This is an optimization exercise on Yosys and OpenROAD, whose aim is small area, not a production implementation. At most, simulation tests tie the RTL to the original design; equivalence was not proved. Function not checked in run 6: the RTL went through the layout flow alone. Power and IR drop assume default switching activity.

[flow/design.v]
module game_vga(
	clk,
	reset,
	board1,board2,
	p1_win,p2_win,draw,
	end_of_active_frame,
	end_of_frame,divcntr,
	vga_blank,
	vga_c_sync,
	vga_h_sync,
	vga_v_sync,
	vga_data_enable,
	vga_red,
	vga_green,
	vga_blue
);
input			clk;
input			reset;
input	[9:1]	board1,board2;
input			p1_win,p2_win,draw;
output			divcntr;
output			end_of_active_frame;
output			end_of_frame;
output			vga_blank;
output			vga_c_sync;
output			vga_h_sync;
output			vga_v_sync;
output			vga_data_enable;
output	[7:0]	vga_red;
output	[7:0]	vga_green;
output	[7:0]	vga_blue;
wire [9:0] px, ln;
wire dv;
vga_timing tim(.clk(clk), .reset(reset), .px(px), .ln(ln), .dv(dv),
	.end_of_active_frame(end_of_active_frame), .end_of_frame(end_of_frame),
	.vga_blank(vga_blank), .vga_c_sync(vga_c_sync), .vga_h_sync(vga_h_sync),
	.vga_v_sync(vga_v_sync), .vga_data_enable(vga_data_enable));
assign divcntr = dv;
wire act_h = px < 10'd640;
wire act_v = ln < 10'd480;
wire col0 = px < 10'd212;
wire col2 = px >= 10'd429;
wire row0 = ln < 10'd160;
wire row2 = ln >= 10'd320;
wire col1 = ~col0 & ~col2;
wire row1 = ~row0 & ~row2;
wire [9:1] cs = {row2 & col2, row2 & col1, row2 & col0, row1 & col2, row1 & col1, row1 & col0,
                   row0 & col2, row0 & col1, row0 & col0};
wire pic_h = (px >= 10'd61 && px <= 10'd110) | (px >= 10'd301 && px <= 10'd350) | (px >= 10'd551 && px <= 10'd600);
wire pic_v = (ln >= 10'd41 && ln <= 10'd90) | (ln >= 10'd221 && ln <= 10'd270) | (ln >= 10'd381 && ln <= 10'd430);
wire in_pic = pic_h & pic_v;
wire sep_h = (px >= 10'd211 && px <= 10'd216) | (px >= 10'd424 && px <= 10'd429);
wire sep_v = (ln >= 10'd158 && ln <= 10'd163) | (ln >= 10'd318 && ln <= 10'd323);
wire grid = (px >= 10'd211 && px <= 10'd215) | (px >= 10'd424 && px <= 10'd428) |
            (ln >= 10'd158 && ln <= 10'd162) | (ln >= 10'd318 && ln <= 10'd322);
wire px0 = px == 10'd0;
wire ln0 = ln == 10'd0;
wire in1 = ~sep_h & ~sep_v & ~(px0 & ~row0);
wire in2 = ~sep_v & (~sep_h | (px == 10'd429 & row2)) & ~(px0 & ~row0) & ~ln0;
wire b1 = |(board1 & cs);
wire b2 = |(board2 & cs);
wire b2any = |board2;
wire p1 = p1_win & b2any;
wire p2 = p2_win & ~p1_win & b2any;
wire [9:1] enx = {9{dv & in_pic}} & cs & (board1 | {4'b0, p1, 4'b0});
wire [9:1] eno = {9{dv & in_pic}} & cs & (board2 | {4'b0, p2, 4'b0});
wire bitx, bito;
x_counters xc_i(.clk(clk), .reset(reset), .sel(cs), .en(enx), .bit_out(bitx));
o_counters oc_i(.clk(clk), .reset(reset), .sel(cs), .en(eno), .bit_out(bito));
reg cw, cg;
always @(posedge clk) begin
	if (reset) begin
		cw <= 1'b0;
		cg <= 1'b0;
	end else if (dv) begin
		if (!(act_h & act_v)) begin
			cw <= 1'b0;
			cg <= 1'b0;
		end else if (b2any & (p1_win | p2_win | draw)) begin
			cw <= p1_win ? (cs[5] & in_pic & bitx) : p2_win ? (cs[5] & in_pic & bito) : 1'b1;
			cg <= 1'b1;
		end else if (b2 & in2) begin
			cw <= in_pic & bito;
			cg <= 1'b1;
		end else if (b1 & in1) begin
			cw <= in_pic & bitx;
			cg <= 1'b1;
		end else begin
			cw <= grid;
			cg <= grid;
		end
	end
end
wire [7:0] col = {cw, cw, cw, cg, cg, cw, cw, cg};
assign vga_red   = col;
assign vga_green = col;
assign vga_blue  = col;
endmodule
module vga_timing(
	input clk, input reset,
	output [9:0] px, output reg [9:0] ln, output dv,
	output end_of_active_frame, output end_of_frame,
	output vga_blank, output vga_c_sync, output vga_h_sync, output vga_v_sync,
	output vga_data_enable
);
reg [10:0] h;
reg pr;		 
wire h_last  = h[10] & h[9] & (&h[5:0]);
wire ln_last = ln[9] & ln[3] & ln[2];
always @(posedge clk) begin
	if (reset)
		h <= 11'd1561;
	else
		h <= h_last ? 11'd0 : h + 11'd1;
	if (reset | h_last)
		ln <= reset ? 10'd524 : ln_last ? 10'd0 : ln + 10'd1;
	pr <= reset | (pr & h[0]);
end
assign px = h[10:1];
assign dv = ~h[0];
assign end_of_frame        = ln_last & (h[10:1] == 10'd799);
assign end_of_active_frame = (ln == 10'd479) & (h[10:1] == 10'd639);
wire hs = h >= 11'd1313 && h <= 11'd1504;
wire vs = (h == 11'd0) ? (ln >= 10'd491 && ln <= 10'd492) : (ln >= 10'd490 && ln <= 10'd491);
wire den = (ln < 10'd480) & (h >= 11'd1) & (h <= 11'd1280);
assign vga_h_sync = ~hs;
assign vga_v_sync = ~vs;
assign vga_c_sync = ~(hs ^ vs);
assign vga_data_enable = den;
assign vga_blank = den | pr;
endmodule
module x_counters(
	input clk, input reset, input [9:1] sel, input [9:1] en, output bit_out
);
reg [11:0] q [1:9];
reg [11:0] s;
integer i;
always @* begin
	s = 12'd0;
	for (i = 1; i <= 9; i = i + 1)
		s = s | (q[i] & {12{sel[i]}});
end
wire [5:0] sr = s[11:6];
wire [5:0] sc = s[5:0];
wire rl = sr[5] & sr[4] & sr[0];	 
wire cl = sc[5] & sc[4] & sc[0];
wire [6:0] d = {1'b0, sc} - {1'b0, sr};
wire [6:0] t = {1'b0, sc} + {1'b0, sr};
assign bit_out = rl ? ((sc == 6'd1) | (sc == 6'd48)) :
	((sr != 6'd0) & (sc != 6'd0) & ((d <= 7'd2) | (t >= 7'd48 && t <= 7'd50)));
wire [5:0] nc = cl ? 6'd0 : sc + 6'd1;
wire [5:0] nr = cl ? (rl ? 6'd0 : sr + 6'd1) : sr;
wire [11:0] nq = reset ? {6'd49, 6'd49} : {nr, nc};
genvar k;
generate
for (k = 1; k <= 9; k = k + 1) begin : cnt
	always @(posedge clk)
		if (reset | en[k]) q[k] <= nq;
end
endgenerate
endmodule
module o_counters(
	input clk, input reset, input [9:1] sel, input [9:1] en, output bit_out
);
reg [11:0] q [1:9];
reg [11:0] s;
integer i;
always @* begin
	s = 12'd0;
	for (i = 1; i <= 9; i = i + 1)
		s = s | (q[i] & {12{sel[i]}});
end
wire [5:0] sr = s[11:6];
wire [5:0] sc = s[5:0];
function oring(input [4:0] a, input [4:0] b);
	begin
		case (a)
		5'd0, 5'd1, 5'd2, 5'd3, 5'd4, 5'd5: oring = b >= 15 && b <= 17;
		5'd6, 5'd7:  oring = b >= 14 && b <= 16;
		5'd8:  oring = b >= 13 && b <= 16;
		5'd9:  oring = b >= 13 && b <= 15;
		5'd10: oring = b >= 12 && b <= 14;
		5'd11: oring = b >= 11 && b <= 14;
		5'd12: oring = b >= 10 && b <= 13;
		5'd13: oring = b >= 8 && b <= 12;
		5'd14: oring = b >= 6 && b <= 11;
		5'd15: oring = b <= 9;
		5'd16: oring = b <= 8;
		5'd17: oring = b <= 5;
		default: oring = 1'b0;
		endcase
	end
endfunction
wire rl = ~sr[5] & sr[4] & sr[3] & sr[0];	 
wire cl = ~sc[5] & sc[4] & sc[3] & sc[0];
assign bit_out = oring(sr[4:0], sc[4:0]) | (rl & ~sc[5] & sc[4] & sc[3] & ~sc[0]);
function [5:0] fstep(input [5:0] v);
	reg [4:0] y, t;
	integer j;
	begin
		y = v[4:0] ^ {5{v[5]}};
		t[0] = 1'b1;
		for (j = 1; j < 5; j = j + 1) t[j] = t[j-1] & y[j-1];
		if (v[5])
			fstep = (v[4:1] == 4'd0) ? 6'd0 : {1'b1, v[4:0] ^ t};
		else
			fstep = (v[4] & v[3] & v[0]) ? {1'b1, 5'd24} : {1'b0, v[4:0] ^ t};
	end
endfunction
wire [5:0] nc = fstep(sc);
wire [5:0] nr = cl ? fstep(sr) : sr;
wire [11:0] nq = reset ? {6'd25, 6'd25} : {nr, nc};
genvar k;
generate
for (k = 1; k <= 9; k = k + 1) begin : cnt
	always @(posedge clk)
		if (reset | en[k]) q[k] <= nq;
end
endgenerate
endmodule
[flow/flow/synth_area.tcl]
# The standard flow's synthesis script, with ABC's technology mapping run on an
# area-oriented script (flow/area.abc) in place of ORFS's speed script.
# Registers are mapped before ABC runs, so they are the same as the standard flow's.
proc abc {args} {
  set i [lsearch -exact $args -script]
  if { $i >= 0 } { lset args [expr {$i + 1}] $::env(AREA_ABC_SCRIPT) }
  yosys abc {*}$args
}
source $::env(FLOW_SYNTH_TCL)
[flow/standard.sh]
#!/bin/bash
# synth_recipe.tcl (not shown) runs the flow's synth.tcl, then flattens the netlist and writes it again
# the make line also repeats each setting of config.mk as NAME=value (left out here)
make -C /OpenROAD-flow-scripts/flow DESIGN_CONFIG=/design/flow/config.mk WORK_HOME=/design/flow/orfs CLKGATE_MAP_FILE= SYNTH_SCRIPT=/design/flow/synth_recipe.tcl "${@:-finish}"
[flow/flow/run.sh]
#!/bin/bash
# The standard layout with these changes:
#  - synthesis maps logic with an area-oriented ABC script (flow/area.abc);
#  - every port still gets a buffer, but the smallest buffer cell;
#  - clock tree synthesis uses larger sink clusters and no dummy loads.
# The make output goes to standard.log here; each ORFS step keeps its own
# log under orfs/logs.
set -euo pipefail
W=$PWD
export AREA_ABC_SCRIPT=$W/flow/area.abc
export FLOW_SYNTH_TCL=$W/synth_recipe.tcl
export REMOVE_ABC_BUFFERS=1
export BUFFER_PORTS_ARGS="-buffer_cell sky130_fd_sc_hd__buf_1"
export CTS_ARGS="-sink_clustering_enable -repair_clock_nets -sink_clustering_size 28 -sink_clustering_max_diameter 95 -buf_list sky130_fd_sc_hd__clkbuf_16 -root_buf sky130_fd_sc_hd__clkbuf_8 -tree_buf sky130_fd_sc_hd__clkbuf_8 -sink_clustering_buffer sky130_fd_sc_hd__clkbuf_16 -dont_use_dummy_load"
sed "s#SYNTH_SCRIPT=[^ ]*#SYNTH_SCRIPT=$W/flow/synth_area.tcl#" standard.sh > std_area.sh
grep -q "SYNTH_SCRIPT=$W/flow/synth_area.tcl" std_area.sh
bash std_area.sh finish > standard.log 2>&1
[flow/config.mk]
export PLATFORM = sky130hd
export DESIGN_NAME = game_vga
export DESIGN_NICKNAME = game_vga
export VERILOG_FILES = /design/flow/design.v
export SDC_FILE = /design/flow/constraint.sdc
export NUM_CORES = 4
export LEC_CHECK = 0
export CAP_MARGIN = 0
export CORE_MARGIN = 2
export CORE_UTILIZATION = 70
export GPL_TIMING_DRIVEN = 0
export SLEW_MARGIN = 0
[flow/flow/area.abc]
strash
dch -f
amap -m
&get -n
&st
&dch -f
&nf -R 1000
&put
topo
stime -c
[flow/constraint.sdc]
create_clock -name core_clock -period 10.0 [get_ports {clk}]
set_input_delay 2.0000 -clock core_clock [delete_from_list [all_inputs] [get_ports {clk}]]
set_output_delay 2.0000 -clock core_clock [all_outputs]
set_load 0.01 [all_outputs]
==> results of run 1 <==
[report_power, final]
part	switching [mW]	internal (mW)	leakage [nW]
registers	0.0381	1.23	2.27
clock network	0.274	0.190	0.132
logic	0.220	0.0907	1.37
[metal layers]
layer | track usage [%] | routed length (µm)
met1 | 46.1 | 10300
met2 | 55.2 | 13400
met3 | 3.59 | 2870
met4 | 11.1 | 881
met5 | 0 | 0
[stage by stage]
stage | area (µm²) | total power [mW] | utilization (%)
5_1_grt | 11700 | 2.11 | 76.3
2_1_floorplan | 10800 | 1.49 | -
6_report | 11700 | 2.04 | 76.3
3_5_place_dp | 11400 | 1.59 | 74.5
3_3_place_gp | 11300 | 1.57 | 73.9
4_1_cts | 11700 | 2.04 | 76.2
[layout make-up]
class | count | area share [%]
flip-flops and latches | 240 | 60.5
multi-input cells | 589 | 32.1
clock buffers | 12 | 2.28
well taps | 211 | 2.26
repair buffers | 57 | 2.04
inverters | 26 | 0.835
[flip-flops by register name, indices dropped and copies added, names as in the netlist]
| signal | count |
|---|---|
| tim.ln | 10 |
| cg | 1 |
| tim.pr | 1 |
| tim.h | 11 |
| oc_i.q | 108 |
| xc_i.q | 108 |
| cw | 1 |
[Yosys cell counts, drive strengths merged, types with 2 or more instances]
library cell	count
a221o	2
nand4	8
clkinv	26
a311oi	2
buf	24
a211oi	8
or2	7
nor2	71
o31ai	6
edfxtp	226
nor4	8
o211ai	4
nor3	33
a31o	2
a41oi	2
a222oi	62
xor2	12
ha	24
nor2b	5
o21a	2
dfxtp	14
fa	2
nand2b	6
a2111oi	3
and4	2
and3	18
o22ai	3
a22o	5
nand3b	3
or4	3
and2	9
xnor2	12
nand2	105
nand3	36
a31oi	15
a221oi	4
o21ai	40
a22oi	13
a21oi	36
[cell families (layout without fill, tap and decap cells)]
family          after synthesis  after routing  share of synthesized area, %
fa+ha+maj                    27             27                          3.18
buf+inv                      50             95                          2.52
simple gates                319            319                          13.5
mux                           1              1                        0.0908
flops                       240            240                          64.1
compound gates              218            218                          14.7
xor+xnor                     24             24                          1.91
[worst paths after layout]
kind	endpoint	from	slack, ns	cells after the start
min	tim.pr	tim.pr	0.45	2
min reg2reg	tim.pr	tim.pr	0.45	2
max reg2reg	cw	tim.h[7]	3.45	25
max	cw	tim.h[7]	3.45	25
[critical path: cells and delay by family (launching register included)]
family                   cells  cell delay, ns
buffers and inverters        1            0.21
adder cells (fa/ha/maj)      2            0.65
AND/OR/NAND/NOR              8            2.05
flip-flops                   1            0.65
XOR/XNOR                     1            0.17
AO/OA/AOI/OAI               13            2.75
==> key figures, run 1 <==
Clock network
  – Hold buffers post-CTS: 0
  – CTS tree: built
  – H-tree levels: 1
  – CTS Buf Count: 12
  – Clock Path Buffers: 3
  – Root buffer cell: clkbuf_8
  – Post-CTS resize count: 0
  – Total setup buffers inserted after CTS: 0
  – Worst-path clk slew: around 0.1 ns
  – CTS Sinks: 240
  – Worst skew pair latency: 0.53 ns

Die
  – Starting density of the core: ~72%
  – Die width: 130 µm
  – Die height: approximately 130 µm
  – Area of the die: 16800 µm²
  – IO Pins: 55
  – # rows: 45
  – Core area: 15300 µm²

GRT
  – Global-route wire length before repair: around 42000 µm
  – Grt total ovfl: 0
  – Number of global-route vias before repair: 7629
  – Pin count of the biggest net entering global routing: 39
  – GRT Overall Usage: 33.0%
  – Initial antenna violation count: 0

Logic synthesis
  – Netlist cell types: 55
  – Yosys warns: 6
  – Top FF cell, synth: edfxtp_1
  – Synth Register Bits: 240
  – Avg Cell Area, Syn: 12.5 µm²
  – Fraction of registers with async set/reset: 0%
  – EDFF count, synth: 226
  – Synthesized instance count: 879
  – Synth top area share: roughly three fifths
  – Synth area leader: edfxtp_1
  – Post-Syn Area: approximately 11000 µm²
  – Share of the yosys chip area belonging to registers: 64.1%
  – Dominant cells by area after synthesis: edfxtp_1 (62%), a222oi_1 (5.6%), nand2_1 (3.6%)

Cells and area
  – Fill cell count: 1003
  – Final Non-Filler Cells: 1135
  – Nets: 975
  – P&R area growth vs syn: 5.92%
  – Most common cell after layout, fill and taps aside: edfxtp_1
  – FF+latch area: 7070 µm²
  – Most frequent cells in the layout: edfxtp_1 (226), nand2_1 (105), nor2_1 (62), a222oi_1 (62), buf_1 (54)
  – # diodes: 0
  – Area of the multi-input gates: 3750 µm²
  – Share of cells above drive strength 1: approximately 2.8%

Worst hold path
  – Worst min path class: register to register

Place
  – Post-DP HPWL: 17400 µm
  – Post-Place Worst Slack: 3.61 ns
  – Placer Congestion: a little under 1
  – Placed Cells: roughly 1.1k
  – I/O Buffers: between 50 and 60

Setup path
  – Slowest stage delay, CP: 0.79 ns
  – CP Data Arrival Time: 7.01 ns
  – Critical Path Most Common Cell: a21oi_1
  – Startpoint types: register
  – Worst setup EP type: register
  – Worst path slowest cell: nor2_4
  – Crit path max fanout: 26
  – Crit path required time: 10.45 ns
  – Setup Crit Path Kind: register to register

Timing
  – Hold slack: 0.455 ns
  – Final setup violation count: 0
  – Worst clock skew: about 0.057 ns
  – Clock period minus worst slack: roughly 6.6 ns
  – Fmax: roughly 150 MHz
  – Setup TNS: 0 ns
  – Final slew viol count: 0
  – Worst-Margin Slew: 1.27 ns
  – Final WS setup: 3.45 ns
  – Final Hold Viols: 0
  – Final period utilization: 65.5%
  – Relative slew slack: 14.8%
  – RSZ-0062 raised after global routing: false

Route
  – Vias: around 8.2k
  – Starting DRT DRC Count: between 1k and 1.5k
  – Routed Antenna Nets: 0
  – Vias per cell: 7.19
  – DR pass1 iterations: 7
  – Total Wirelength: 27500 µm
  – Post-DR wirelength/cell: 24.2 µm
  – DRC Markers: 0

Power
  – Worst vdd ir: between 150 and 200 µV
  – Lkg Pwr: 3.77 nW
  – Pwr dens: 175 nW/µm²

Job
  – Maxcap violations: 0

Outcome
  – Status: finished clean
==> run 2, diff against run 1 <==
--- a/flow/flow/run.sh
+++ b/flow/flow/run.sh
@@ -13,3 +13,3 @@
 export BUFFER_PORTS_ARGS="-buffer_cell sky130_fd_sc_hd__buf_1"
-export CTS_ARGS="-sink_clustering_enable -repair_clock_nets -sink_clustering_size 28 -sink_clustering_max_diameter 95 -buf_list sky130_fd_sc_hd__clkbuf_16 -root_buf sky130_fd_sc_hd__clkbuf_8 -tree_buf sky130_fd_sc_hd__clkbuf_8 -sink_clustering_buffer sky130_fd_sc_hd__clkbuf_16 -dont_use_dummy_load"
+export CTS_ARGS="-sink_clustering_enable -repair_clock_nets -sink_clustering_size 28 -sink_clustering_max_diameter 95 -buf_list sky130_fd_sc_hd__clkbuf_16 -root_buf sky130_fd_sc_hd__clkbuf_4 -tree_buf sky130_fd_sc_hd__clkbuf_4 -sink_clustering_buffer sky130_fd_sc_hd__clkbuf_16 -dont_use_dummy_load"
 sed "s#SYNTH_SCRIPT=[^ ]*#SYNTH_SCRIPT=$W/flow/synth_area.tcl#" standard.sh > std_area.sh
==> run 2 against run 1 <==
Net effect:
- clock skew is 0.018 ns higher
- sequential power hardly changed
- clock power is 4% lower
- sequential share of layout area is 0.085 points higher
- register-to-register slack worse by 0.04 ns
- final area is 0.14% lower
- cell count hardly changed
- highest routed layer unchanged
==> key figures, run 2 <==
Logic synthesis
  – Yosys warns: 6
  – Synth top area share: between 60% and 70%
  – Synthesized instance count: roughly 900
  – Avg Cell Area, Syn: 12.5 µm²
  – EDFF count, synth: 226
  – Compound-gate portion of the synthesized area: 14.7%
  – Count leader, synth: edfxtp_1
  – Largest family of logic cells by synthesized area: compound AO/OA/AOI/OAI gates
  – Synthesized-area fraction occupied by adder cells: between 3 and 4%
  – Post-synthesis xor/xnor area fraction: approximately 1.9%
  – Post-synthesis mux area share: 0.0908%
  – Most frequent cells after synthesis: edfxtp_1 (226), nand2_1 (105), nor2_1 (71), a222oi_1 (62), o21ai_0 (40)
  – Top FF cell, synth: edfxtp_1
  – Share of the yosys chip area belonging to registers: 64.1%
  – Synth area leader: edfxtp_1
  – Post-Syn Area: 11000 µm²
  – Dominant cells by area after synthesis: edfxtp_1 (62%), a222oi_1 (5.6%), nand2_1 (3.6%)
  – Netlist cell types: 55
  – Fraction of registers with async set/reset: 0%
  – Synth Register Bits: 240
  – Simple-gate share of the synthesized area: 13.5%

Clock network
  – Clock Path Buffers: 3
  – Worst-path clk slew: 0.10 ns
  – CTS Buf Count: 12
  – H-tree levels: 1
  – Post-CTS resize count: 0
  – Worst skew pair latency: roughly 0.64 ns
  – CTS Sinks: 240
  – Total setup buffers inserted after CTS: 0
  – CTS tree: built
  – Root buffer cell: clkbuf_4
  – Hold buffers post-CTS: 0

Power
  – Lkg Pwr: 3.77 nW
  – Worst vdd ir: 181 µV
  – Overall power: just over 2 mW
  – Pwr dens: ~170 nW/µm²

Cells and area
  – Largest regs: oc_i.q: 108 flops, xc_i.q: 108 flops, tim.h: 11 flops
  – Share of cells above drive strength 1: 2.81%
  – Most frequent cells in the layout: edfxtp_1 (226), nand2_1 (105), nor2_1 (62), a222oi_1 (62), buf_1 (54)
  – Final Non-Filler Cells: 1136
  – Nets: 975
  – Core Util, Final: 76.2%
  – Most common cell after layout, fill and taps aside: edfxtp_1
  – P&R area growth vs syn: 5.77%

Setup path
  – Crit path max fanout: 26
  – WP depth: 25
  – Worst reg-to-reg path cell count: 25
  – Critical Path Most Common Cell: a21oi_1
  – Worst setup EP type: register
  – Slowest stage delay, CP: 0.80 ns
  – Worst path slowest cell: nor2_4
  – Kind of cell adding the most delay to the critical path: compound AO/OA/AOI/OAI gates
  – Startpoint types: register
  – Setup Crit Path Kind: register to register
  – Buf+Inv Stages, Crit Path: 1
  – Crit path required time: approximately 11 ns
  – CP Data Arrival Time: 7.15 ns

Die
  – Area of the die: about 17000 µm²
  – # rows: 45
  – Starting density of the core: between 70 and 80%
  – Core area: roughly 15000 µm²
  – Die height: ~130 µm
  – IO Pins: 55
  – Die width: 130 µm

Route
  – Routed Antenna Nets: 0
  – Post-DR wirelength/cell: between 20 and 25 µm
  – DR pass1 iterations: 9
  – Vias: 8195
  – Starting DRT DRC Count: 1457
  – DRC Markers: 0
  – Vias per cell: roughly 7.2
  – Total Wirelength: 27600 µm

Timing
  – Setup TNS: 0 ns
  – RSZ-0062 raised after global routing: false
  – Fmax: 152 MHz
  – Final setup violation count: 0
  – Worst clock skew: 0.0742 ns
  – Final period utilization: 65.9%
  – Final slew viol count: 0
  – Clock period minus worst slack: 6.59 ns
  – Final Hold Viols: 0
  – Relative slew slack: 15.2%
  – Final WS setup: 3.41 ns
  – Worst-Margin Slew: 1.26 ns

Worst hold path
  – Worst hold path depth: 2
  – Worst min path class: register to register

Place
  – Post-Place Worst Slack: 3.61 ns
  – I/O Buffers: 54
  – Placer Congestion: 0.965
  – Placed Cells: 1122
  – Post-DP HPWL: 17400 µm

Outcome
  – Status: finished clean

GRT
  – Grt total ovfl: 0
  – Number of global-route vias before repair: around 7.6k
  – Initial antenna violation count: 1
  – GRT Overall Usage: 33.0%
  – Global-route wire length before repair: between 40000 and 50000 µm
  – Pin count of the biggest net entering global routing: 39

Job
  – Maxcap violations: 0
[run 2: cell counts after synthesis]
Identical to the previous run, type by type.
[run 2: layer usage]
metal / GRT usage [%] / part of all wire (%) / vias up
met3: 3.67 / 11 / 95
met4: 11.7 / 3.2 / 0
met1: 46.1 / 37 / 3871
met5: 0 / 0 / -
met2: 55.0 / 49 / 639
li1: - / - / 3590
[run 2: worst reg2reg max path: stages (launching register included)]
cell	delay [ns]
dfxtp_1	0.65
nand3b_1	0.22
or4b_1	0.16
o221a_1	0.58
nand2_1	0.36
nor2_4	0.80
a222oi_1	0.28
nand3_1	0.14
a221o_1	0.41
clkinv_1	0.22
ha_1	0.28
fa_1	0.38
xor2_1	0.17
a21oi_1	0.11
o21ai_0	0.09
a2111oi_0	0.32
nor2_1	0.11
a31oi_1	0.19
a21oi_1	0.10
a31oi_1	0.33
a21oi_1	0.13
nor3_1	0.19
a31oi_1	0.06
nand2_1	0.10
o211ai_1	0.09
a21oi_1	0.14
[run 2: path summary, 6_finish.rpt]
check,from,to,slack (ns)
hold / removal,tim.pr,tim.pr,0.46
hold reg to reg,tim.pr,tim.pr,0.46
setup reg to reg,tim.h[7],cw,3.41
setup / recovery,tim.h[7],cw,3.41
[run 2: cell type report]
class	instances	area, µm²
Inverter	26	97.6
Sequential cell	240	7070
Fill cell	1004	3650
Multi-Input combinational cell	589	3750
Antenna cell	1	2.50
Clock buffer	12	248
Timing Repair Buffer	57	238
Tap cell	211	264
[run 2: metrics by stage]
stage                     area (µm²)  hold WS, ns
after CTS                      11700        0.454
final                          11700        0.456
after detailed placement       11400        0.439
after floorplan                10800        0.420
after global placement         11300        0.431
after global routing           11700        0.487
[run 2: cell families after synthesis]
family,count (synthesis)
and+or+nand+nor,319
adders and majority gates,27
xor gates and xnor gates,24
muxes,1
AOI/OAI and AO/OA,218
buffers and inverters,50
DFF,240
[run 2: power breakdown]
| group | switching (mW) | leakage, nW | internal (mW) |
|---|---|---|---|
| registers | 0.0385 | 2.27 | 1.23 |
| logic | 0.221 | 1.37 | 0.0907 |
| clock network | 0.273 | 0.125 | 0.174 |
==> run 3, diff against run 2 <==
--- a/flow/flow/run.sh
+++ b/flow/flow/run.sh
@@ -1,8 +1,13 @@
 #!/bin/bash
-# The standard layout with these changes:
-#  - synthesis maps logic with an area-oriented ABC script (flow/area.abc);
+# The standard layout (standard.sh) with these changes:
+#  - synthesis is the standard flow's script, but ABC maps the logic with an
+#    area-oriented script (flow/area.abc) instead of ORFS's speed script;
+#    registers are mapped before ABC, so they are the standard ones;
+#  - the buffers synthesis leaves are removed at floorplan, and global
+#    placement is not timing-driven (the 10 ns clock has ample slack);
 #  - every port still gets a buffer, but the smallest buffer cell;
-#  - clock tree synthesis uses larger sink clusters and no dummy loads.
+#  - clock tree synthesis clusters up to 28 flip-flops per leaf buffer,
+#    uses small buffers above the leaves, and adds no dummy loads.
 # The make output goes to standard.log here; each ORFS step keeps its own
-# log under orfs/logs.
+# full log under orfs/logs.
 set -euo pipefail
==> flow/flow/area.abc (replaced) <==
strash
&get -n
&deepsyn -J 50
&dch -f
&nf -R 1000
&put
topo
stime -c
==> run 3 against run 2 <==
Net effect:
- utilization fell by 0.19 points
- final area shrank 1.4%
- worst hold slack gained 0.0087 ns
- first-iteration DRC count shrank 4.7%
- sequential share of layout area grew 0.83 points
- register-to-register slack better by 0.72 ns
- synthesized area decreased by 2.2%
- sequential power about the same
- non-clock buffer count grew 6
- largest cell class unchanged
- highest routed layer unchanged
==> key figures, run 3 <==
Outcome
  – Status: finished clean

Logic synthesis
  – Most frequent cells after synthesis: edfxtp_1 (226), nand2_1 (108), nor2_1 (67), a222oi_1 (51), nand3_1 (36)
  – Top FF cell, synth: edfxtp_1
  – Fraction of registers with async set/reset: 0%
  – EDFF count, synth: approximately 230
  – Yosys warns: 6
  – Synth top area share: 62.9%
  – Netlist cell types: 51
  – Share of the yosys chip area belonging to registers: 65.5%
  – Synth area leader: edfxtp_1
  – Synth Register Bits: 240
  – Avg Cell Area, Syn: 12.8 µm²
  – Dominant cells by area after synthesis: edfxtp_1 (63%), a222oi_1 (4.7%), nand2_1 (3.8%)
  – Synthesized instance count: 841
  – Post-Syn Area: 10800 µm²
  – Count leader, synth: edfxtp_1

Power
  – Lkg Pwr: 3.79 nW
  – Worst vdd ir: 193 µV
  – Pwr dens: 171 nW/µm²

Clock network
  – Hold buffers post-CTS: 0
  – Worst skew pair latency: about 0.64 ns
  – CTS tree: built
  – Post-CTS resize count: 0
  – H-tree levels: 1
  – Worst-path clk slew: 0.11 ns
  – CTS Sinks: 240
  – Root buffer cell: clkbuf_4
  – CTS Buf Count: 12
  – Clock Path Buffers: 3
  – Total setup buffers inserted after CTS: 0

Setup path
  – Worst setup EP type: register
  – Crit path required time: 10.38 ns
  – Reg-to-Reg End: oc_i.q[4][10]
  – CP endpoint: oc_i.q[4][10]
  – Startpoint types: register
  – CP Data Arrival Time: between 6 and 7 ns
  – R2r startpoint: tim.ln[7]
  – Crit path max fanout: 28
  – Setup Crit Path Kind: register to register
  – R2r setup slk: 4.12 ns
  – Critical Path Source: tim.ln[7]
  – Worst reg-to-reg path cell count: 17

Timing
  – Final setup violation count: 0
  – Hold slack: 0.465 ns
  – Clock period minus worst slack: 5.88 ns
  – Final period utilization: 58.8%
  – Final slew viol count: 0
  – Relative slew slack: 11.6%
  – Final Hold Viols: 0
  – Worst clock skew: 0.0846 ns
  – Worst-Margin Slew: 1.32 ns
  – Setup TNS: 0 ns
  – RSZ-0062 raised after global routing: false
  – Fmax: 170 MHz

GRT
  – Grt total ovfl: 0
  – Global-route wire length before repair: 40300 µm
  – Number of global-route vias before repair: 7300
  – Pin count of the biggest net entering global routing: 38
  – GRT Overall Usage: 32.3%
  – Initial antenna violation count: 1

Die
  – Die width: 128 µm
  – Area of the die: 16400 µm²
  – Die height: roughly 130 µm
  – IO Pins: 55
  – Starting density of the core: 71.2%
  – # rows: 45
  – Core area: 15100 µm²

Route
  – Vias: 7842
  – Post-DR wirelength/cell: 24.3 µm
  – DR pass1 iterations: 9
  – DRC Markers: 0
  – M1 wire length: 10500 µm
  – Vias per cell: around 7.3
  – Top sig layer: met4
  – Routed Antenna Nets: 0
  – Total Wirelength: 26300 µm
  – Met2 wire len: approximately 12000 µm
  – Met3 wire len: between 3000 and 4000 µm
  – Starting DRT DRC Count: 1388

Cells and area
  – P&R area growth vs syn: 6.66%
  – Most frequent cells in the layout: edfxtp_1 (226), nand2_1 (108), nor2_1 (61)
  – Nets: 943
  – Share of cells above drive strength 1: 3.59%
  – Most common cell after layout, fill and taps aside: edfxtp_1
  – Post-route cell area: 11500 µm²
  – Largest regs: oc_i.q: 108 flops, xc_i.q: 108 flops, tim.h: 11 flops
  – Fill cell count: 958

Place
  – Placed cell area: 11300 µm²
  – I/O Buffers: between 50 and 60
  – Placer Congestion: 1.02
  – Post-DP HPWL: around 17000 µm

Job
  – Maxcap violations: 0

Worst hold path
  – Worst min path class: register to register
-- run 3: cell count changes in the layout (fill, tap and decap cells not counted), moves of 5 or more --
cell	change
a22oi_1	+7
o21ai_0	-11
nor3_1	-17
a21oi_1	-8
nand4_1	+15
and2_0	-5
a221oi_1	+6
a222oi_1	-11
a22o_1	-5
or2_0	-5
-- run 3: worst min path at each step --
stage	from	to	slack, ns	cells past startpoint
CTS	tim.pr	tim.pr	0.47	2
global placement	tim.pr	tim.pr	0.45	2
detailed placement	tim.pr	tim.pr	0.45	2
floorplan	tim.pr	tim.pr	0.42	2
finish	tim.pr	tim.pr	0.46	2
global route	tim.pr	tim.pr	0.53	2
-- run 3: cell families after synthesis --
group	share of synthesized area, %
AO/OA/AOI/OAI	13.7
flip-flops	65.5
adder cells (fa/ha/maj)	3.15
XOR/XNOR	1.46
buffers and inverters	2.71
AND/OR/NAND/NOR	13.4
multiplexers	0.0928
-- run 3: final cells by class --
| cell class | instances | area [µm²] | area share [%] |
|---|---|---|---|
| flip-flops and latches | 240 | 7070 | 61.4 |
| multi-input cells | 547 | 3510 | 30.5 |
| diodes | 1 | 2.50 | 0.0217 |
| repair buffers | 63 | 329 | 2.86 |
| well taps | 188 | 235 | 2.04 |
| clock buffers | 12 | 248 | 2.15 |
| inverters | 30 | 113 | 0.979 |
-- run 3: critical path: stages (launching register included) --
cell and delay, ns:
edfxtp_1 0.53, and2_0 0.28, a211oi_1 0.94, nand2_1 0.40
nor2_4 0.77, a222oi_1 0.25, nand2_1 0.12, a221oi_1 0.05
nand2_1 0.32, and3_1 0.22, nor2b_1 0.43, o21ai_0 0.28
nor2_1 0.24, o21ai_0 0.14, nand2b_1 0.18, o21ai_0 0.17
o31ai_1 0.11, nand2_1 0.23
-- run 3: per-stage QoR --
step / worst slack (ns) / std cells / power (mW) / utilization, %
final: 4.12 / 1081 / 1.97 / 76.0
after global routing: 3.63 / 1081 / 2.03 / 76.0
after CTS: 4.21 / 1080 / 1.96 / 76.0
after detailed placement: 4.16 / 1068 / 1.53 / 74.3
after global placement: 2.25 / 1059 / 1.51 / 72.9
after floorplan: 4.73 / 817 / 1.44 / -
-- run 3: per-layer routing --
metal	up-vias	track usage (%)
met5	-	0
met4	0	9.24
met3	67	5.55
met2	543	50.7
met1	3778	47.7
li1	3454	-
-- run 3: where the power goes --
| group | internal, mW | total [mW] | switching (mW) |
|---|---|---|---|
| clock network | 0.174 | 0.450 | 0.276 |
| logic | 0.0733 | 0.259 | 0.186 |
| registers | 1.22 | 1.26 | 0.0357 |
| total | 1.47 | 1.97 | 0.498 |
==> run 4, diff against run 3 <==
--- a/flow/design.v
+++ b/flow/design.v
@@ -109,2 +109,8 @@
 wire ln_last = ln[9] & ln[3] & ln[2];
+reg [9:0] lt;		 
+integer i;
+always @* begin
+	lt[0] = h_last;
+	for (i = 1; i < 10; i = i + 1) lt[i] = lt[i-1] & ln[i-1];
+end
 always @(posedge clk) begin
@@ -114,4 +120,6 @@
 		h <= h_last ? 11'd0 : h + 11'd1;
-	if (reset | h_last)
-		ln <= reset ? 10'd524 : ln_last ? 10'd0 : ln + 10'd1;
+	if (reset)
+		ln <= 10'd524;
+	else
+		ln <= (ln ^ lt) & ~{10{h_last & ln_last}};
 	pr <= reset | (pr & h[0]);
==> run 4 against run 3 <==
Net effect:
- largest power group unchanged
- clock power rose by 5.1%
- flip-flop and latch count unchanged
- worst hold slack better by 0.0090 ns
- utilization down 0.25 points
- largest cell class unchanged
- combinational power shrank 46%
- critical path depth increased by 6
- synthesized cell count down 0.59%
==> key figures, run 4 <==
Route
  – DR pass1 iterations: 10
  – Post-DR wirelength/cell: 24.2 µm
  – Starting DRT DRC Count: 1238
  – Vias per cell: 7.23
  – Routed Antenna Nets: 0
  – Total Wirelength: around 26000 µm
  – Vias: 7804
  – DRC Markers: 0

Logic synthesis
  – Netlist cell types: 55
  – Avg Cell Area, Syn: 12.8 µm²
  – Fraction of registers with async set/reset: 0%
  – Count leader, synth: edfxtp_1
  – Synth top area share: between 60% and 70%
  – Share of the yosys chip area belonging to registers: between 60% and 70%
  – Synth Register Bits: 240
  – EDFF count, synth: ~220
  – Synth area leader: edfxtp_1
  – Most frequent cells after synthesis: edfxtp_1 (216), nand2_1 (96), nor2_1 (67), a222oi_1 (47), nand3_1 (40)
  – Dominant cells by area after synthesis: edfxtp_1 (61%), dfxtp_1 (4.5%), a222oi_1 (4.4%)
  – Top FF cell, synth: edfxtp_1
  – Yosys warns: 6
  – Post-Syn Area: 10700 µm²
  – Synthesized instance count: ~840

Die
  – Core area: 15000 µm²
  – Area of the die: 16300 µm²
  – Starting density of the core: 71.1%
  – Die width: 128 µm
  – Die height: 128 µm
  – IO Pins: 55
  – # rows: 45

Setup path
  – CP Data Arrival Time: 6.94 ns
  – Crit path required time: roughly 11 ns
  – Crit path max fanout: 17
  – Worst reg-to-reg path cell count: 23
  – R2r startpoint: tim.h[5]
  – Worst setup EP type: register
  – Reg-to-Reg End: cw
  – Startpoint types: register
  – Setup Crit Path Kind: register to register
  – R2r setup slk: 3.63 ns

Clock network
  – Worst skew pair latency: 0.67 ns
  – Worst-path clk slew: 0.08 ns
  – Post-CTS resize count: 0
  – Hold buffers post-CTS: 0
  – Root buffer cell: clkbuf_4
  – CTS Buf Count: 13
  – CTS tree: built
  – CTS Sinks: 240
  – Clock Path Buffers: 3
  – Total setup buffers inserted after CTS: 0
  – H-tree levels: 1

Place
  – Placed Cells: approximately 1.1k
  – I/O Buffers: 54
  – Placer Congestion: 1.02
  – Post-DP HPWL: 16300 µm

Cells and area
  – Nets: 943
  – Core Util, Final: 75.7%
  – FF+latch area: 6970 µm²
  – Most frequent cells in the layout: edfxtp_1 (216), nand2_1 (96), nor2_1 (61)
  – Most common cell after layout, fill and taps aside: edfxtp_1
  – Final Non-Filler Cells: 1079
  – P&R area growth vs syn: 6.53%
  – Largest regs: oc_i.q: 108 flops, xc_i.q: 108 flops, tim.h: 11 flops
  – Area of the multi-input gates: 3520 µm²
  – Share of cells above drive strength 1: under 10%
  – Fill cell count: slightly above 900

GRT
  – GRT Overall Usage: 32.2%
  – Initial antenna violation count: 1
  – Global-route wire length before repair: 39700 µm
  – Number of global-route vias before repair: 7256
  – Grt total ovfl: 0
  – Pin count of the biggest net entering global routing: 34

Timing
  – Final setup violation count: 0
  – Relative slew slack: 9.69%
  – Final Hold Viols: 0
  – Final slew viol count: 0
  – Clock period minus worst slack: 6.37 ns
  – Fmax: 157 MHz
  – Final period utilization: 63.7%
  – Setup TNS: 0 ns
  – RSZ-0062 raised after global routing: false
  – Worst-Margin Slew: 1.35 ns
  – Worst clock skew: about 0.13 ns

Worst hold path
  – Worst hold path depth: 2
  – Worst min path class: register to register
  – WHS Endpoint: tim.pr
  – HP Start: tim.pr

Power
  – Lkg Pwr: 3.77 nW
  – Pwr dens: about 160 nW/µm²
  – Worst vdd ir: 193 µV
  – Overall power: 1.80 mW

Job
  – Maxcap violations: 0

Outcome
  – Status: finished clean
## run 4: cells by family (layout without fill, tap and decap cells)
family | after synthesis | after routing | synth area share (%)
DFF | 240 | 240 | 65.2
buffers and inverters | 49 | 100 | 2.56
other | 0 | 4 | 0
AOI/OAI and AO/OA | 188 | 188 | 13.2
muxes | 3 | 3 | 0.281
xor gates and xnor gates | 16 | 16 | 1.31
adders and majority gates | 31 | 31 | 3.77
and+or+nand+nor | 309 | 309 | 13.6
## run 4: power by group
| group | internal [mW] | leakage [nW] | switching [mW] | total [mW] |
|---|---|---|---|---|
| Clock | 0.191 | 0.137 | 0.282 | 0.473 |
| Combinational | 0.0392 | 1.42 | 0.102 | 0.141 |
| Sequential | 1.16 | 2.21 | 0.0200 | 1.18 |
| Total | 1.39 | 3.77 | 0.404 | 1.80 |
## run 4: worst max-delay path by stage
stage                         from  endpoint  slack [ns]
after floorplan           tim.h[4]        cw        4.30
after detailed placement  tim.h[7]        cw        3.78
after global routing      tim.h[5]        cw        3.33
final                     tim.h[5]        cw        3.63
after global placement    tim.h[4]        cw        1.34
after CTS                 tim.h[5]        cw        3.77
## run 4: metal layers
layer / GRT usage (%) / up-vias / part of all wire (%)
li1: - / 3407 / -
met3: 5.23 / 81 / 13
met1: 48.2 / 3718 / 39
met2: 48.9 / 598 / 46
met5: 0 / - / 0
met4: 11.7 / 0 / 3.0
## run 4: layout make-up
class | count | share of cell area [%]
Inverter | 25 | 0.824
Clock buffer | 13 | 2.40
Tap cell | 188 | 2.07
Sequential cell | 240 | 61.2
Multi-Input combinational cell | 547 | 30.9
Timing Repair Buffer | 62 | 2.51
Antenna cell | 4 | 0.0879
## run 4: stage by stage
step	worst slack, ns	cell area (µm²)	hold slack (ns)
2_1_floorplan	4.30	10500	0.420
3_3_place_gp	1.34	10900	0.434
3_5_place_dp	3.78	11100	0.467
4_1_cts	3.77	11400	0.480
5_1_grt	3.33	11400	0.509
6_report	3.63	11400	0.474
## run 4: critical path, cell delays in order, from the launching register on
cell	delay [ns]
dfxtp_1	0.48
nor2_1	0.22
o31ai_1	0.11
a21oi_1	0.61
nand2_1	0.37
nor3_2	0.76
buf_6	0.28
a221oi_1	0.09
and3_1	0.30
clkinv_1	0.13
ha_1	0.20
clkinv_1	0.10
fa_1	0.50
clkinv_1	0.05
a2111oi_0	0.42
a22oi_1	0.15
a311o_1	0.37
a31oi_1	0.16
o21ai_0	0.18
o31ai_1	0.29
nand2_1	0.08
a21oi_1	0.18
a311oi_1	0.08
o21ai_0	0.17
==> run 5, diff against run 4 <==
--- a/flow/flow/run.sh
+++ b/flow/flow/run.sh
@@ -5,2 +5,4 @@
 #    registers are mapped before ABC, so they are the standard ones;
+#    adders are left to ABC as plain logic (no ADDER_MAP_FILE half/full
+#    adder cells), so it can merge them with the logic around them;
 #  - the buffers synthesis leaves are removed at floorplan, and global
@@ -17,2 +19,3 @@
 export REMOVE_ABC_BUFFERS=1
+export ADDER_MAP_FILE=
 export BUFFER_PORTS_ARGS="-buffer_cell sky130_fd_sc_hd__buf_1"
==> run 5 against run 4 <==
Net effect:
- global-route usage grew 0.11 points
- setup slack gained 0.57 ns
- synthesized area shrank 3.4%
- combinational power shrank 16%
- flip-flop and latch count is the same
- via count shrank 3.4%
- fmax grew 9.9%
- register-to-register slack gained 0.57 ns
- worst hold slack lost 0.013 ns
- clock skew shrank 0.060 ns
- power shrank 3.1%
- sequential share of layout area grew 2.2 points
- critical endpoint is now oc_i.q[2][9]
- largest cell class unchanged
==> key figures, run 5 <==
Die
  – Area of the die: 15700 µm²
  – Core area: 14500 µm²
  – IO Pins: 55
  – Starting density of the core: 71.3%
  – # rows: 44
  – Die height: 125 µm
  – Die width: roughly 130 µm

Logic synthesis
  – Top FF cell, synth: edfxtp_1
  – Most frequent cells after synthesis: edfxtp_1 (216), nand2_1 (134), nor2_1 (65), a222oi_1 (49), a21oi_1 (41)
  – Synth top area share: 62.9%
  – Synth Register Bits: 240
  – Count leader, synth: edfxtp_1
  – Netlist cell types: 51
  – Avg Cell Area, Syn: approximately 13 µm²
  – Fraction of registers with async set/reset: 0%
  – EDFF count, synth: 216
  – Yosys warns: 6
  – Dominant cells by area after synthesis: edfxtp_1 (63%), nand2_1 (4.9%), a222oi_1 (4.8%)
  – Synth area leader: edfxtp_1
  – Share of the yosys chip area belonging to registers: 67.5%
  – Synthesized instance count: 818
  – Post-Syn Area: roughly 10000 µm²

Cells and area
  – Most frequent cells in the layout: edfxtp_1 (216), nand2_1 (134), nor2_1 (59)
  – P&R area growth vs syn: 6.44%
  – Share of cells above drive strength 1: under 10%
  – Most common cell after layout, fill and taps aside: edfxtp_1
  – # diodes: 0
  – Largest regs: oc_i.q: 108 flops, xc_i.q: 108 flops, tim.h: 11 flops
  – Nets: 895

Timing
  – Final Hold Viols: 0
  – RSZ-0062 raised after global routing: false
  – Relative slew slack: 21.3%
  – Final period utilization: 58.0%
  – Final slew viol count: 0
  – Setup TNS: 0 ns
  – Worst-Margin Slew: 1.17 ns
  – Clock period minus worst slack: 5.80 ns
  – Worst clock skew: 0.0735 ns
  – Final setup violation count: 0
  – Fmax: 172 MHz

Clock network
  – Total setup buffers inserted after CTS: 0
  – Hold buffers post-CTS: 0
  – Clock Path Buffers: 3
  – H-tree levels: 1
  – Worst skew pair latency: 0.63 ns
  – Post-CTS resize count: 0
  – CTS Sinks: 240
  – Root buffer cell: clkbuf_4
  – CTS Buf Count: 12
  – Worst-path clk slew: approximately 0.10 ns
  – CTS tree: built

Worst hold path
  – Worst min path class: register to register
  – HP Start: tim.pr
  – WHS Endpoint: tim.pr
  – Worst hold path depth: 2

Setup path
  – Crit path max fanout: 14
  – Startpoint types: register
  – Worst setup EP type: register
  – Reg-to-Reg End: oc_i.q[2][9]
  – Kind of cell adding the most delay to the critical path: simple AND/OR/NAND/NOR gates
  – Setup Crit Path Kind: register to register
  – CP cell instances: o21ai_0, a21oi_1, nor2_1, clkinv_1, a31oi_1, nand2_1, nor3_2, buf_6, buf_4, a222oi_1, nand4_1, nand2b_1, nor2_1, nand2_1, nor2_1, nand2_1, xor2_1, o21ai_0
  – Worst path slowest cell: o21ai_0
  – R2r setup slk: 4.20 ns
  – CP Data Arrival Time: 6.08 ns
  – Buf+Inv Stages, Crit Path: 3
  – Crit path required time: 10.28 ns
  – Worst reg-to-reg path cell count: 18
  – R2r startpoint: tim.h[9]
  – Slowest stage delay, CP: approximately 0.80 ns

GRT
  – GRT Overall Usage: roughly a third
  – Grt total ovfl: 0
  – Pin count of the biggest net entering global routing: 36
  – Initial antenna violation count: 0
  – Number of global-route vias before repair: 7272
  – Global-route wire length before repair: 39600 µm

Place
  – Post-DP HPWL: around 16000 µm
  – I/O Buffers: 54
  – Placer Congestion: 0.900

Route
  – Routed Antenna Nets: 0
  – DRC Markers: 0
  – DR pass1 iterations: 8
  – Vias: 7538
  – Vias per cell: 7.15
  – Total Wirelength: 25200 µm
  – Post-DR wirelength/cell: 23.9 µm
  – Starting DRT DRC Count: 1383

Job
  – Maxcap violations: 0

Power
  – Worst vdd ir: 180 µV
  – Lkg Pwr: 3.55 nW
  – Overall power: about 1.7 mW
  – Pwr dens: 159 nW/µm²

Outcome
  – Status: finished clean
==> run 5: cell count changes in the layout (fill, tap and decap cells not counted), moves of 5 or more <==
cell	delta
nand2_1	+38
ha_1	-29
nand3_1	-13
clkinv_1	-12
o21ai_0	+12
a22o_1	-10
and3_1	-7
nand4_1	+7
a211oi_1	+6
nand2b_1	-6
a21oi_1	+5
a221oi_1	+5
and4_1	+5
==> run 5: through the flow <==
stage	hold slack [ns]	std cells	util, %	setup WS (ns)	cell area (µm²)
2_1_floorplan	0.420	794	-	5.23	10100
3_3_place_gp	0.431	1032	73.0	2.49	10600
3_5_place_dp	0.438	1042	74.1	4.37	10700
4_1_cts	0.458	1054	75.8	4.41	11000
5_1_grt	0.497	1054	75.8	3.79	11000
6_report	0.461	1054	75.8	4.20	11000
==> run 5: final cells by class <==
| class | instances | area (µm²) |
|---|---|---|
| Sequential cell | 240 | 6970 |
| Fill cell | 923 | 3500 |
| Multi-Input combinational cell | 541 | 3180 |
| Timing Repair Buffer | 64 | 312 |
| Clock buffer | 12 | 248 |
| Tap cell | 184 | 230 |
| Inverter | 13 | 48.8 |
==> run 5: worst max path at each step <==
stage / start / to / slack, ns / depth (start not counted)
floorplan: tim.h[4] / xc_i.q[1][11] / 5.23 / 15
global placement: tim.h[4] / oc_i.q[4][9] / 2.49 / 15
detailed placement: tim.h[9] / oc_i.q[4][9] / 4.37 / 18
CTS: tim.h[9] / oc_i.q[7][9] / 4.41 / 18
global route: tim.h[9] / oc_i.q[7][9] / 3.79 / 18
finish: tim.h[9] / oc_i.q[2][9] / 4.20 / 18
==> run 5: routing by layer <==
layer,global-route usage [%],vias up,routed length [µm]
li1,-,3343,-
met1,44.1,3642,9360
met2,54.4,477,12500
met3,4.79,76,2480
met4,11.0,0,841
met5,0,-,0
==> run 5: cell families (layout without fill, tap and decap cells) <==
kind of cell / after synthesis / after routing / share of synthesized area (%)
AOI/OAI and AO/OA: 199 / 199 / 14.0
xor gates and xnor gates: 17 / 17 / 1.44
adders and majority gates: 1 / 1 / 0.0970
buffers and inverters: 37 / 89 / 2.22
DFF: 240 / 240 / 67.5
muxes: 3 / 3 / 0.303
and+or+nand+nor: 321 / 321 / 14.4
==> run 5: report_power, final <==
group	total (mW)	internal (mW)	leakage (nW)	switching, mW
Sequential	1.18	1.16	2.20	0.0192
Clock	0.446	0.175	0.125	0.271
Combinational	0.118	0.0291	1.22	0.0893
Total	1.74	1.36	3.55	0.379
==> run 5: tightest hold or removal path, stage by stage, from the launching register on <==
cell	delay, ns
dfxtp_1	0.32
nand2_1	0.06
nand2_1	0.05
==> run 6, diff against run 5 <==
--- a/flow/design.v
+++ b/flow/design.v
@@ -109,8 +109,2 @@
 wire ln_last = ln[9] & ln[3] & ln[2];
-reg [9:0] lt;		 
-integer i;
-always @* begin
-	lt[0] = h_last;
-	for (i = 1; i < 10; i = i + 1) lt[i] = lt[i-1] & ln[i-1];
-end
 always @(posedge clk) begin
@@ -120,6 +114,4 @@
 		h <= h_last ? 11'd0 : h + 11'd1;
-	if (reset)
-		ln <= 10'd524;
-	else
-		ln <= (ln ^ lt) & ~{10{h_last & ln_last}};
+	if (reset | h_last)
+		ln <= reset ? 10'd524 : ln_last ? 10'd0 : ln + 10'd1;
 	pr <= reset | (pr & h[0]);
@@ -184,15 +176,57 @@
 	begin
-		case (a)
-		5'd0, 5'd1, 5'd2, 5'd3, 5'd4, 5'd5: oring = b >= 15 && b <= 17;
-		5'd6, 5'd7:  oring = b >= 14 && b <= 16;
-		5'd8:  oring = b >= 13 && b <= 16;
-		5'd9:  oring = b >= 13 && b <= 15;
-		5'd10: oring = b >= 12 && b <= 14;
-		5'd11: oring = b >= 11 && b <= 14;
-		5'd12: oring = b >= 10 && b <= 13;
-		5'd13: oring = b >= 8 && b <= 12;
-		5'd14: oring = b >= 6 && b <= 11;
-		5'd15: oring = b <= 9;
-		5'd16: oring = b <= 8;
-		5'd17: oring = b <= 5;
+		case ({a, b})
+		10'd15, 10'd16, 10'd17, 10'd47, 10'd48, 10'd49, 10'd79, 10'd80,
+		10'd81, 10'd111, 10'd112, 10'd113, 10'd143, 10'd144, 10'd145, 10'd175,
+		10'd176, 10'd177, 10'd206, 10'd207, 10'd208, 10'd238, 10'd239, 10'd240,
+		10'd269, 10'd270, 10'd271, 10'd272, 10'd301, 10'd302, 10'd303, 10'd332,
+		10'd333, 10'd334, 10'd363, 10'd364, 10'd365, 10'd366, 10'd394, 10'd395,
+		10'd396, 10'd397, 10'd424, 10'd425, 10'd426, 10'd427, 10'd428, 10'd454,
+		10'd455, 10'd456, 10'd457, 10'd458, 10'd459, 10'd480, 10'd481, 10'd482,
+		10'd483, 10'd484, 10'd485, 10'd486, 10'd487, 10'd488, 10'd489, 10'd512,
+		10'd513, 10'd514, 10'd515, 10'd516, 10'd517, 10'd518, 10'd519, 10'd520,
+		10'd544, 10'd545, 10'd546, 10'd547, 10'd548, 10'd549: oring = 1'b1;
+		10'd26, 10'd27, 10'd28, 10'd29, 10'd30, 10'd31, 10'd58, 10'd59,
+		10'd60, 10'd61, 10'd62, 10'd63, 10'd90, 10'd91, 10'd92, 10'd93,
+		10'd94, 10'd95, 10'd122, 10'd123, 10'd124, 10'd125, 10'd126, 10'd127,
+		10'd154, 10'd155, 10'd156, 10'd157, 10'd158, 10'd159, 10'd186, 10'd187,
+		10'd188, 10'd189, 10'd190, 10'd191, 10'd218, 10'd219, 10'd220, 10'd221,
+		10'd222, 10'd223, 10'd250, 10'd251, 10'd252, 10'd253, 10'd254, 10'd255,
+		10'd282, 10'd283, 10'd284, 10'd285, 10'd286, 10'd287, 10'd314, 10'd315,
+		10'd316, 10'd317, 10'd318, 10'd319, 10'd346, 10'd347, 10'd348, 10'd349,
+		10'd350, 10'd351, 10'd378, 10'd379, 10'd380, 10'd381, 10'd382, 10'd383,
+		10'd410, 10'd411, 10'd412, 10'd413, 10'd414, 10'd415, 10'd442, 10'd443,
+		10'd444, 10'd445, 10'd446, 10'd447, 10'd474, 10'd475, 10'd476, 10'd477,
+		10'd478, 10'd479, 10'd506, 10'd507, 10'd508, 10'd509, 10'd510, 10'd511,
+		10'd538, 10'd539, 10'd540, 10'd541, 10'd542, 10'd543, 10'd570, 10'd571,
+		10'd572, 10'd573, 10'd574, 10'd575, 10'd602, 10'd603, 10'd604, 10'd605,
+		10'd606, 10'd607, 10'd634, 10'd635, 10'd636, 10'd637, 10'd638, 10'd639,
+		10'd666, 10'd667, 10'd668, 10'd669, 10'd670, 10'd671, 10'd698, 10'd699,
+		10'd700, 10'd701, 10'd702, 10'd703, 10'd730, 10'd731, 10'd732, 10'd733,
+		10'd734, 10'd735, 10'd762, 10'd763, 10'd764, 10'd765, 10'd766, 10'd767,
+		10'd794, 10'd795, 10'd796, 10'd797, 10'd798, 10'd799, 10'd826, 10'd827,
+		10'd828, 10'd829, 10'd830, 10'd831, 10'd832, 10'd833, 10'd834, 10'd835,
+		10'd836, 10'd837, 10'd838, 10'd839, 10'd840, 10'd841, 10'd842, 10'd843,
+		10'd844, 10'd845, 10'd846, 10'd847, 10'd848, 10'd849, 10'd850, 10'd851,
+		10'd852, 10'd853, 10'd854, 10'd855, 10'd856, 10'd857, 10'd858, 10'd859,
+		10'd860, 10'd861, 10'd862, 10'd863, 10'd864, 10'd865, 10'd866, 10'd867,
+		10'd868, 10'd869, 10'd870, 10'd871, 10'd872, 10'd873, 10'd874, 10'd875,
+		10'd876, 10'd877, 10'd878, 10'd879, 10'd880, 10'd881, 10'd882, 10'd883,
+		10'd884, 10'd885, 10'd886, 10'd887, 10'd888, 10'd889, 10'd890, 10'd891,
+		10'd892, 10'd893, 10'd894, 10'd895, 10'd896, 10'd897, 10'd898, 10'd899,
+		10'd900, 10'd901, 10'd902, 10'd903, 10'd904, 10'd905, 10'd906, 10'd907,
+		10'd908, 10'd909, 10'd910, 10'd911, 10'd912, 10'd913, 10'd914, 10'd915,
+		10'd916, 10'd917, 10'd918, 10'd919, 10'd920, 10'd921, 10'd922, 10'd923,
+		10'd924, 10'd925, 10'd926, 10'd927, 10'd928, 10'd929, 10'd930, 10'd931,
+		10'd932, 10'd933, 10'd934, 10'd935, 10'd936, 10'd937, 10'd938, 10'd939,
+		10'd940, 10'd941, 10'd942, 10'd943, 10'd944, 10'd945, 10'd946, 10'd947,
+		10'd948, 10'd949, 10'd950, 10'd951, 10'd952, 10'd953, 10'd954, 10'd955,
+		10'd956, 10'd957, 10'd958, 10'd959, 10'd960, 10'd961, 10'd962, 10'd963,
+		10'd964, 10'd965, 10'd966, 10'd967, 10'd968, 10'd969, 10'd970, 10'd971,
+		10'd972, 10'd973, 10'd974, 10'd975, 10'd976, 10'd977, 10'd978, 10'd979,
+		10'd980, 10'd981, 10'd982, 10'd983, 10'd984, 10'd985, 10'd986, 10'd987,
+		10'd988, 10'd989, 10'd990, 10'd991, 10'd992, 10'd993, 10'd994, 10'd995,
+		10'd996, 10'd997, 10'd998, 10'd999, 10'd1000, 10'd1001, 10'd1002, 10'd1003,
+		10'd1004, 10'd1005, 10'd1006, 10'd1007, 10'd1008, 10'd1009, 10'd1010, 10'd1011,
+		10'd1012, 10'd1013, 10'd1014, 10'd1015, 10'd1016, 10'd1017, 10'd1018, 10'd1019,
+		10'd1020, 10'd1021, 10'd1022, 10'd1023: oring = 1'bx;
 		default: oring = 1'b0;
==> flow/flow/run.sh (replaced) <==
#!/bin/bash
# The standard layout with these changes:
#  - synthesis maps logic with an area-oriented ABC script (flow/area.abc);
#  - every port still gets a buffer, but the smallest buffer cell;
#  - clock tree synthesis uses larger sink clusters and no dummy loads.
# The make output goes to standard.log here; each ORFS step keeps its own
# log under orfs/logs.
set -euo pipefail
W=$PWD
export AREA_ABC_SCRIPT=$W/flow/area.abc
export FLOW_SYNTH_TCL=$W/synth_recipe.tcl
export BUFFER_PORTS_ARGS="-buffer_cell sky130_fd_sc_hd__buf_1"
export CTS_ARGS="-sink_clustering_enable -repair_clock_nets -sink_clustering_size 20 -sink_clustering_max_diameter 80 -buf_list sky130_fd_sc_hd__clkbuf_16 -dont_use_dummy_load"
sed "s#SYNTH_SCRIPT=[^ ]*#SYNTH_SCRIPT=$W/flow/synth_area.tcl#" standard.sh > std_area.sh
grep -q "SYNTH_SCRIPT=$W/flow/synth_area.tcl" std_area.sh
bash std_area.sh finish > standard.log 2>&1
==> flow/flow/area.abc (replaced) <==
strash
dch -f
amap -m
&get -n
&st
&dch -f
&nf -R 1000
&put
topo
stime -c
--- a/flow/config.mk
+++ b/flow/config.mk
@@ -10,3 +10,2 @@
 export CORE_UTILIZATION = 70
-export GPL_TIMING_DRIVEN = 0
 export SLEW_MARGIN = 0
==> run 6 against run 5 <==
Net effect:
- final area is 8.5% higher
- combinational power grew to 2.7 times the previous value
- die area is 7.4% higher
- utilization hardly changed
- worst hold slack better by 0.021 ns
- critical endpoint is now cw
- still clean
- via count is 14% higher
- cell count is 11% higher
- clock-buffer cell count is 4 higher
- global-route usage is 3.9 points higher
- register-to-register slack worse by 0.25 ns
- critical path depth is 5 higher
==> key figures, run 6 <==
Outcome
  – Status: finished clean

Logic synthesis
  – Synth Register Bits: 240
  – Synthesized instance count: 892
  – Top FF cell, synth: edfxtp_1
  – Fraction of registers with async set/reset: 0%
  – Synth top area share: 61.1%
  – Netlist cell types: 54
  – Avg Cell Area, Syn: 12.4 µm²
  – Count leader, synth: edfxtp_1
  – Share of the yosys chip area belonging to registers: 63.7%
  – Yosys warns: 6
  – Dominant cells by area after synthesis: edfxtp_1 (61%), a222oi_1 (5.0%), nand2_1 (3.2%)
  – EDFF count, synth: 226
  – Most frequent cells after synthesis: edfxtp_1 (226), nand2_1 (94), nor2_1 (81), nand3_1 (58), a222oi_1 (56)
  – Post-Syn Area: 11100 µm²
  – Synth area leader: edfxtp_1

Worst hold path
  – Worst min path class: register to register

Timing
  – Worst clock skew: 0.0261 ns
  – Final slew viol count: 0
  – Relative slew slack: 22.4%
  – Fmax: around 170 MHz
  – Worst-Margin Slew: 1.16 ns
  – Final period utilization: 60.4%
  – Setup TNS: 0 ns
  – RSZ-0062 raised after global routing: false
  – Final setup violation count: 0
  – Hold slack: 0.482 ns
  – Final Hold Viols: 0
  – Clock period minus worst slack: 6.04 ns

Cells and area
  – P&R area growth vs syn: 7.33%
  – Most common cell after layout, fill and taps aside: edfxtp_1
  – Share of cells above drive strength 1: 4.00%
  – Nets: 1005
  – Largest regs: oc_i.q: 108 flops, xc_i.q: 108 flops, tim.h: 11 flops
  – Final Non-Filler Cells: 1167
  – Fill cell count: approximately 980
  – Most frequent cells in the layout: edfxtp_1 (226), nand2_1 (94), nor2_1 (72)
  – # diodes: 0

Die
  – # rows: 46
  – IO Pins: between 50 and 60
  – Area of the die: 16900 µm²
  – Die width: between 100 and 150 µm
  – Core area: 15700 µm²
  – Starting density of the core: 70.7%
  – Die height: 130 µm

Clock network
  – Post-CTS resize count: 0
  – Clock Path Buffers: 3
  – Total setup buffers inserted after CTS: 0
  – Root buffer cell: clkbuf_16
  – CTS Sinks: 240
  – Worst skew pair latency: 0.48 ns
  – Hold buffers post-CTS: 0
  – Worst-path clk slew: 0.08 ns
  – CTS tree: built
  – CTS Buf Count: 16
  – H-tree levels: 1

Power
  – Worst vdd ir: 160 µV
  – Lkg Pwr: approximately 4 nW
  – Pwr dens: 183 nW/µm²

GRT
  – Initial antenna violation count: 0
  – GRT Overall Usage: between 30% and 40%
  – Pin count of the biggest net entering global routing: 37
  – Global-route wire length before repair: approximately 46000 µm
  – Number of global-route vias before repair: 8246
  – Grt total ovfl: 0

Setup path
  – CP Data Arrival Time: 6.44 ns
  – Crit path max fanout: 16
  – Worst setup EP type: register
  – Worst path slowest cell: nor2_2
  – Setup Crit Path Kind: register to register
  – CP cell instances: nor3_1, o31ai_1, nand2_1, nor2_2, a222oi_1, nand3_1, a221o_1, ha_1, clkinv_1, fa_1, a2111oi_0, o21ai_0, a211oi_1, a31oi_1, a31oi_1, o31ai_1, a22o_1, o21ai_0, nand2_1, nor2_1, a311o_1, a32oi_1, nor2_1
  – Startpoint types: register
  – Slowest stage delay, CP: roughly 0.74 ns
  – Crit path required time: approximately 10 ns

Job
  – Maxcap violations: 0

Route
  – Starting DRT DRC Count: 1580
  – DR pass1 iterations: 9
  – Vias per cell: 7.34
  – Total Wirelength: approximately 30000 µm
  – Vias: between 8k and 9k
  – Post-DR wirelength/cell: 25.8 µm
  – Routed Antenna Nets: 0
  – DRC Markers: 0

Place
  – Placed Cells: 1151
  – Post-DP HPWL: 18500 µm
  – Placer Congestion: just under 1
  – I/O Buffers: 54
==> run 6: cell types whose count changed in the layout (fill, tap and decap cells not counted), sizes merged, moves of 7 or more <==
cell / change
nand4: -8
ha: +27
a221o: +7
clkinv: +10
nand2: -40
a222oi: +7
dfxtp: -10
edfxtp: +10
nand3: +31
a22oi: -9
nor2: +16
==> run 6: power breakdown <==
| group | leakage (nW) | internal (mW) | switching, mW |
|---|---|---|---|
| registers | 2.27 | 1.23 | 0.0459 |
| logic | 1.47 | 0.0934 | 0.221 |
| clock network | 0.197 | 0.285 | 0.301 |
==> run 6: logic make-up (layout without fill, tap and decap cells) <==
kind of cell	count (synthesis)	count (layout)	share of synthesized area, %
AND/OR/NAND/NOR	324	324	13.6
flip-flops	240	240	63.7
AO/OA/AOI/OAI	228	228	15.0
buffers and inverters	47	106	2.40
adder cells (fa/ha/maj)	29	29	3.40
XOR/XNOR	21	21	1.66
multiplexers	3	3	0.270
==> run 6: worst max-delay path, delay by kind of cell (launching register included) <==
| family | cells | cell delay [ns] |
|---|---|---|
| flops | 1 | 0.64 |
| simple gates | 7 | 1.56 |
| buf+inv | 1 | 0.08 |
| fa+ha+maj | 2 | 0.65 |
| compound gates | 13 | 3.00 |
==> run 6: final timing paths <==
check | from | to | slack [ns] | cells after the start
worst max-delay path | tim.h[6] | cw | 3.96 | 23
worst min-delay path | tim.pr | tim.pr | 0.48 | 2
worst max register to register | tim.h[6] | cw | 3.96 | 23
worst min register to register | tim.pr | tim.pr | 0.48 | 2
==> run 6: final cells by class <==
type	count	area (µm²)	area share, %
Clock buffer	16	400	3.36
Multi-Input combinational cell	605	3790	31.8
Tap cell	216	270	2.27
Sequential cell	240	7070	59.3
Timing Repair Buffer	67	300	2.52
Inverter	23	86.3	0.725
==> run 6: metal layers <==
layer / up-vias / wire [µm] / GRT usage [%]
li1: 3670 / - / -
met1: 3970 / 10400 / 48.2
met2: 802 / 14200 / 58.6
met3: 125 / 4070 / 7.67
met4: 0 / 1300 / 16.1
met5: - / 0 / 0
==> run 6: metrics by stage <==
stage / setup WS [ns] / area, µm² / power [mW] / util [%]
2_1_floorplan: 4.89 / 11100 / 1.48 / -
3_3_place_gp: 4.42 / 11500 / 1.57 / 73.3
3_5_place_dp: 4.21 / 11500 / 1.59 / 73.3
4_1_cts: 4.13 / 11900 / 2.16 / 75.8
5_1_grt: 3.38 / 11900 / 2.24 / 75.8
6_report: 3.96 / 11900 / 2.18 / 75.8

-- static timing again, ports no longer ideal --
In the flow no input, the clock included, has a driving cell. The finished layouts below were timed again as built, in two steps. Step 1 sets driving cells, clkbuf_16 on the clock port and buf_2 on the other inputs (assumed; they add their load-dependent delay and slew). Step 2 times the ports against the registers' clock, not the clock port: input delays grow and output delays shrink by t, the midpoint of the rising clock arrivals with the driver on. a / b / c = no drivers / after step 1 / after step 2; a / b = the first two.
run | t (ns) | slack for setup (ns) | pins driven straight from the clock port
run 1 | 0.535 | 3.446 / 3.446 / 3.446 | 1
run 2 | 0.636 | 3.406 / 3.406 / 3.406 | 1
run 3 | 0.636 | 4.122 / 4.122 / 4.122 | 1
run 4 | 0.641 | 3.629 / 3.629 / 3.629 | 1
run 5 | 0.625 | 4.201 / 4.201 / 4.201 | 1
run 6 | 0.512 | 3.956 / 3.956 / 3.956 | 1
After both steps every run listed still meets setup and hold.
